This design comes from an exercise in tuning for small area and a short achievable clock period on the open sky130 flow, not from production work.
The RTL was checked by simulation tests, not by an equivalence proof against the original design.

==> flow/design.v (excerpt) <==
module goertzel_filter
  (input  [13:0] input_signal,
   input  clk,
   input  rst,
   output [39:0] magnitude);
clock: 45.0 ns
lec_check: 0
cap_margin: 20
core_margin: 2
core_utilization: 55
slew_margin: 20
synth_hierarchical: 1
synth_minimum_keep_size: 0
tns_end_percent: 10
standard.sh (not shown) runs the stock make flow with config.mk's settings and CLKGATE_MAP_FILE= SYNTH_SCRIPT=/design/flow/synth_recipe.tcl, a recipe that flattens the netlist after the stock synthesis.
==> flow/flow/run.sh <==
#!/bin/bash
set -euo pipefail
bash standard.sh SETUP_SLACK_MARGIN=28.5 finish > orfs_make.log 2>&1
Change:
==> flow/flow/run.sh (replaced) <==
#!/bin/bash
set -euo pipefail
bash standard.sh SETUP_SLACK_MARGIN=29.5 finish > orfs_make.log 2>&1
CORE_UTILIZATION = 40   (was 55)
TNS_END_PERCENT = default   (was 10)
Outcome: The new run produced a clean layout; first-iteration DRC count is lower by 12%; final cell count goes up by 8.1%; core utilization goes down by 15 points.
Change:
==> flow/flow/run.sh (replaced) <==
#!/bin/bash
set -euo pipefail
bash standard.sh SETUP_SLACK_MARGIN=27.5 finish > orfs_make.log 2>&1
After rerunning:
- non-clock buffer count falls by 54
- count of clock-buffer cells in the layout falls by 2
- setup slack got worse by 0.78 ns
- sequential share of layout area is higher by 0.34 points
- routed wire length drops by 2.2%
- worst hold slack barely changes
- die area does not change
- cell count fell by about 2%
- flip-flop and latch count stays the same
Change:
==> flow/flow/run.sh (replaced) <==
#!/bin/bash
set -euo pipefail
bash standard.sh SETUP_SLACK_MARGIN=28.5 finish > orfs_make.log 2>&1
CORE_UTILIZATION = 70   (was 40)
Effect:
- clock-buffer cell count is higher by 1
- final area goes up by 0.82%
- critical path depth went up by 2
- sequential share of layout area barely changes
- first-iteration DRC count climbs by 36%
- register-to-register slack is better by 0.67 ns
- non-clock buffer count increases by 35

== exp/willow ==
Starting RTL as in the previous note.
// goertzel_filter
module goertzel_filter
  (input  [13:0] input_signal,
   input  clk,
   input  rst,
   output [39:0] magnitude);
Settings: LEC_CHECK=0, CAP_MARGIN=20, CORE_MARGIN=2, CORE_UTILIZATION=55, SETUP_SLACK_MARGIN=5, SLEW_MARGIN=20, SYNTH_HIERARCHICAL=1, SYNTH_MINIMUM_KEEP_SIZE=0; clock period 45.0 ns.
run.sh (not shown) runs the stock make flow with config.mk's settings and CLKGATE_MAP_FILE= SYNTH_SCRIPT=/design/flow/synth_recipe.tcl, a recipe that flattens the netlist after the stock synthesis.
Stock flow here: none of the scripts above is used.
exp/willow ended with every stage complete and zero timing, DRC or antenna violations.
Inputs modified between exp/willow and exp/yarrow:
==> flow/flow/run.sh (new file) <==
#!/bin/bash
set -euo pipefail
bash standard.sh SETUP_SLACK_MARGIN=28.5 SETUP_MOVE_SEQUENCE=unbuffer,sizeup,swap,buffer finish > orfs_make.log 2>&1
==> flow/standard.sh (new file) <==
#!/bin/bash
# synth_recipe.tcl (not shown) runs the flow's synth.tcl, then flattens the netlist and writes it again
# the make line also repeats each setting of config.mk as NAME=value (left out here)
make -C /OpenROAD-flow-scripts/flow DESIGN_CONFIG=/design/flow/config.mk WORK_HOME=/design/flow/orfs CLKGATE_MAP_FILE= SYNTH_SCRIPT=/design/flow/synth_recipe.tcl "${@:-finish}"
diff --git a/flow/config.mk b/flow/config.mk
--- a/flow/config.mk
+++ b/flow/config.mk
@@ -9,5 +9,4 @@
 export CORE_MARGIN = 2
 export CORE_UTILIZATION = 55
-export SETUP_SLACK_MARGIN = 5
 export SLEW_MARGIN = 20
 export SYNTH_HIERARCHICAL = 1
removed: flow/run.sh
Timing, DRC, antenna: 0 failures across exp/willow and exp/yarrow
Compared with exp/willow, total wire length after detailed routing in exp/yarrow increased by a few percent.
For exp/willow, the launching element of the worst setup path was input_signal[13], unlike exp/yarrow, where it was input_signal[5].
Global-route usage is higher on exp/yarrow
exp/yarrow vs exp/willow on final worst slack: exp/yarrow is the higher one.
Compared with exp/willow, maximum frequency in exp/yarrow increased by more than 10%.
On finished layout cell area: between exp/willow and exp/yarrow, it ends up lower for exp/willow.
The inputs of exp/quartz differ from those of exp/yarrow as listed below.
==> flow/flow/run.sh <==
#!/bin/bash
set -euo pipefail
bash standard.sh SETUP_SLACK_MARGIN=28.5 finish > orfs_make.log 2>&1
diff --git a/flow/config.mk b/flow/config.mk
--- a/flow/config.mk
+++ b/flow/config.mk
@@ -8,5 +8,5 @@
 export CAP_MARGIN = 20
 export CORE_MARGIN = 2
-export CORE_UTILIZATION = 55
+export CORE_UTILIZATION = 40
 export SLEW_MARGIN = 20
 export SYNTH_HIERARCHICAL = 1
Notes after the runs:
- In the reports for exp/yarrow and exp/quartz, the smaller total of plain and repair buffers excluding clock buffers belongs to exp/yarrow.
- Sequential cell count came out exactly the same in exp/yarrow and exp/quartz.
- Per the comparison of exp/quartz with exp/yarrow, fill cell total of the finished layout increased 1,782; final core utilization went down 16 points.
> inputs changed (exp/quartz -> exp/pepper)
==> flow/flow/run.sh <==
#!/bin/bash
set -euo pipefail
bash standard.sh SETUP_SLACK_MARGIN=29 finish > orfs_make.log 2>&1
diff --git a/flow/config.mk b/flow/config.mk
--- a/flow/config.mk
+++ b/flow/config.mk
@@ -8,5 +8,7 @@
 export CAP_MARGIN = 20
 export CORE_MARGIN = 2
-export CORE_UTILIZATION = 40
+export CORE_UTILIZATION = 55
+export CTS_BUF_LIST = sky130_fd_sc_hd__clkbuf_8
+export CTS_CLUSTER_SIZE = 40
 export SLEW_MARGIN = 20
 export SYNTH_HIERARCHICAL = 1
Results
As far as signed area change from the synthesized netlist to the final layout is concerned, exp/quartz and exp/pepper perform about the same. Taking exp/quartz as the reference, in exp/pepper global-route usage now larger; final instance area comparable. Sequential share of layout area across exp/pepper and exp/quartz: no real change. exp/quartz vs exp/pepper, start point of the critical path: input_signal[5] vs input_signal[8]. exp/quartz -> exp/pepper: number of nets at the end of the flow flat. Count of clock-net buffers in the final layout on exp/pepper is down relative to exp/quartz. Period utilization: exp/pepper vs exp/quartz, no meaningful difference. exp/quartz has higher number of stages on the worst setup path than exp/pepper. Number of input and output port buffers inserted came out exactly the same in exp/pepper and exp/quartz. exp/pepper ended up with a lower die area than exp/quartz did. Compared with exp/quartz, exp/pepper shows a post-route minimum period that is 0.037 ns lower.

job 102:
goertzel_filter again, from the RTL that the note above started with.
clock: 45.0 ns
lec_check: 0
cap_margin: 20
core_margin: 2
core_utilization: 55
slew_margin: 20
synth_hierarchical: 1
synth_minimum_keep_size: 0
tns_end_percent: 30
standard.sh (not shown) runs the stock make flow with config.mk's settings and CLKGATE_MAP_FILE= SYNTH_SCRIPT=/design/flow/synth_recipe.tcl, a recipe that flattens the netlist after the stock synthesis.
==> flow/flow/run.sh <==
#!/bin/bash
set -euo pipefail
bash standard.sh SETUP_SLACK_MARGIN=28.5 finish > orfs_make.log 2>&1
Job 102 closes out successfully: all stages finished, all timing, DRC and antenna checks passed.
For job 101, these inputs were changed with respect to job 102:
==> flow/flow/run.sh <==
#!/bin/bash
set -euo pipefail
bash standard.sh SETUP_SLACK_MARGIN=29 SETUP_MOVE_SEQUENCE=unbuffer,sizeup,swap finish > orfs_make.log 2>&1
--- a/flow/config.mk
+++ b/flow/config.mk
@@ -14 +13,0 @@
-export TNS_END_PERCENT = 30
### Flow results
Looking only at fraction of area in multi-input gates, and setting everything else aside, the higher value of job 101 and job 102 goes to job 101. Looking at number of nets in the layout, job 101 sits 32 below job 102. Lower setup slack goes to job 101 over job 102. In terms of relative area change from synthesis to final layout, job 102 and job 101 differ only marginally. Job 101 vs job 102: maximum clock frequency down. In the reports for job 101 and job 102, the larger number of buffers inserted by post-CTS setup repair belongs to job 102.

goertzel_filter, a different RTL version from the one above (not shown whole).
Size: about 1800 cells after synthesis, ~71 flip-flops, ~21000 um2 of cells after synthesis.
Design goertzel_filter, start of the top module:
module goertzel_filter
  (input  [13:0] input_signal,
   input  clk,
   input  rst,
   output [39:0] magnitude);
  reg [17:0] q1, q2;
  reg [34:0] mag;
  assign magnitude = {5'b00000, mag};
  wire [19:0] q1x3 = {{2{q1[17]}}, q1} + {q1[17], q1, 1'b0};
  wire n1 = ~input_signal[11];
  wire n2 = ~input_signal[12];
  wire n3 = ~input_signal[13];
  wire n4 = ~input_signal[9];
  wire n5 = ~input_signal[10];
  wire s6 = ~(input_signal[5] ^ input_signal[2]);
  wire c7 = input_signal[5] | input_signal[2];
  wire s8, c9;
  gz_fa us8 (.a(input_signal[6]), .b(input_signal[3]), .c(input_signal[1]), .s(s8), .co(c9));
  wire s10 = ~(input_signal[7] ^ input_signal[4]);
  wire c11 = input_signal[7] | input_signal[4];
  wire s12 = ~(input_signal[8] ^ input_signal[5]);
  wire c13 = input_signal[8] | input_signal[5];
  wire s14, c15;
  gz_ha us14 (.a(input_signal[4]), .b(input_signal[1]), .s(s14), .co(c15));
  wire s16, c17;
  gz_fa us16 (.a(input_signal[0]), .b(n2), .c(n5), .s(s16), .co(c17));
  wire s18, c19;
  gz_fa us18 (.a(n3), .b(n1), .c(c7), .s(s18), .co(c19));
  wire s20, c21;
  gz_fa us20 (.a(input_signal[2]), .b(n2), .c(s10), .s(s20), .co(c21));
  ...
clock: 45.0 ns
lec_check: 0
cap_margin: 20
core_margin: 2
core_utilization: 40
slew_margin: 20
synth_hierarchical: 1
synth_minimum_keep_size: 0
==> flow/flow/run.sh <==
#!/bin/bash
set -euo pipefail
bash standard.sh SETUP_SLACK_MARGIN=26 finish > orfs_make.log 2>&1
The baseline passed the timing, DRC and antenna checks.
Change:
==> flow/flow/run.sh (replaced) <==
#!/bin/bash
set -euo pipefail
bash standard.sh SETUP_SLACK_MARGIN=27.5 finish > orfs_make.log 2>&1
Setup slack is better by 1.2 ns; critical path depth climbs by 1; routed wire length increases by 2.4%.

==> separate check: timing with driven ports <==
No port has a modelled driver above. Below, the same layouts with a new extraction and two added sets of constraints. Step 1 sets driving cells, clkbuf_16 on the clock port and buf_2 on the other inputs (assumed; they add their load-dependent delay and slew). Step 2 also shifts input and output timing later by t, the mid clock arrival at the registers, as if the neighbouring blocks saw the same clock. Three values: ideal ports, drivers, drivers and shift; two values: the first two.
| run | t (ns) | setup slack, ns | worst setup path after step 2 | worst slew at a driven data input, ns |
|---|---|---|---|---|
| the first run of note 1 | 0.429 | 28.577 / 28.611 / 28.182 | input to register | 0.06 |
| the second run of note 1 | 0.436 | 28.568 / 28.548 / 28.112 | input to register | 0.07 |
| the third run of note 1 | 0.439 | 27.783 / 27.802 / 27.364 | input to register | 0.04 |
| the fourth run of note 1 | 0.432 | 28.556 / 28.583 / 28.150 | input to register | 0.06 |
| exp/willow | 0.427 | 26.976 / 26.998 / 26.571 | input to register | 0.04 |
| exp/yarrow | 0.426 | 28.630 / 28.646 / 28.220 | input to register | 0.06 |
| exp/quartz | 0.439 | 28.600 / 28.609 / 28.170 | input to register | 0.05 |
| exp/pepper | 0.473 | 28.638 / 28.625 / 28.152 | input to register | 0.06 |
| job 102 | 0.426 | 28.565 / 28.597 / 28.171 | input to register | 0.06 |
| job 101 | 0.429 | 28.418 / 28.409 / 27.980 | input to register | 0.06 |
| the first run of note 4 | 0.441 | 26.371 / 26.395 / 25.955 | input to register | 0.04 |
| the second run of note 4 | 0.440 | 27.548 / 27.552 / 27.112 | input to register | 0.07 |
After both steps every run listed still meets setup and hold. For exp/pepper, which loses most, drivers alone change the setup slack by -0.013 ns; drivers and shift together by -0.486 ns.
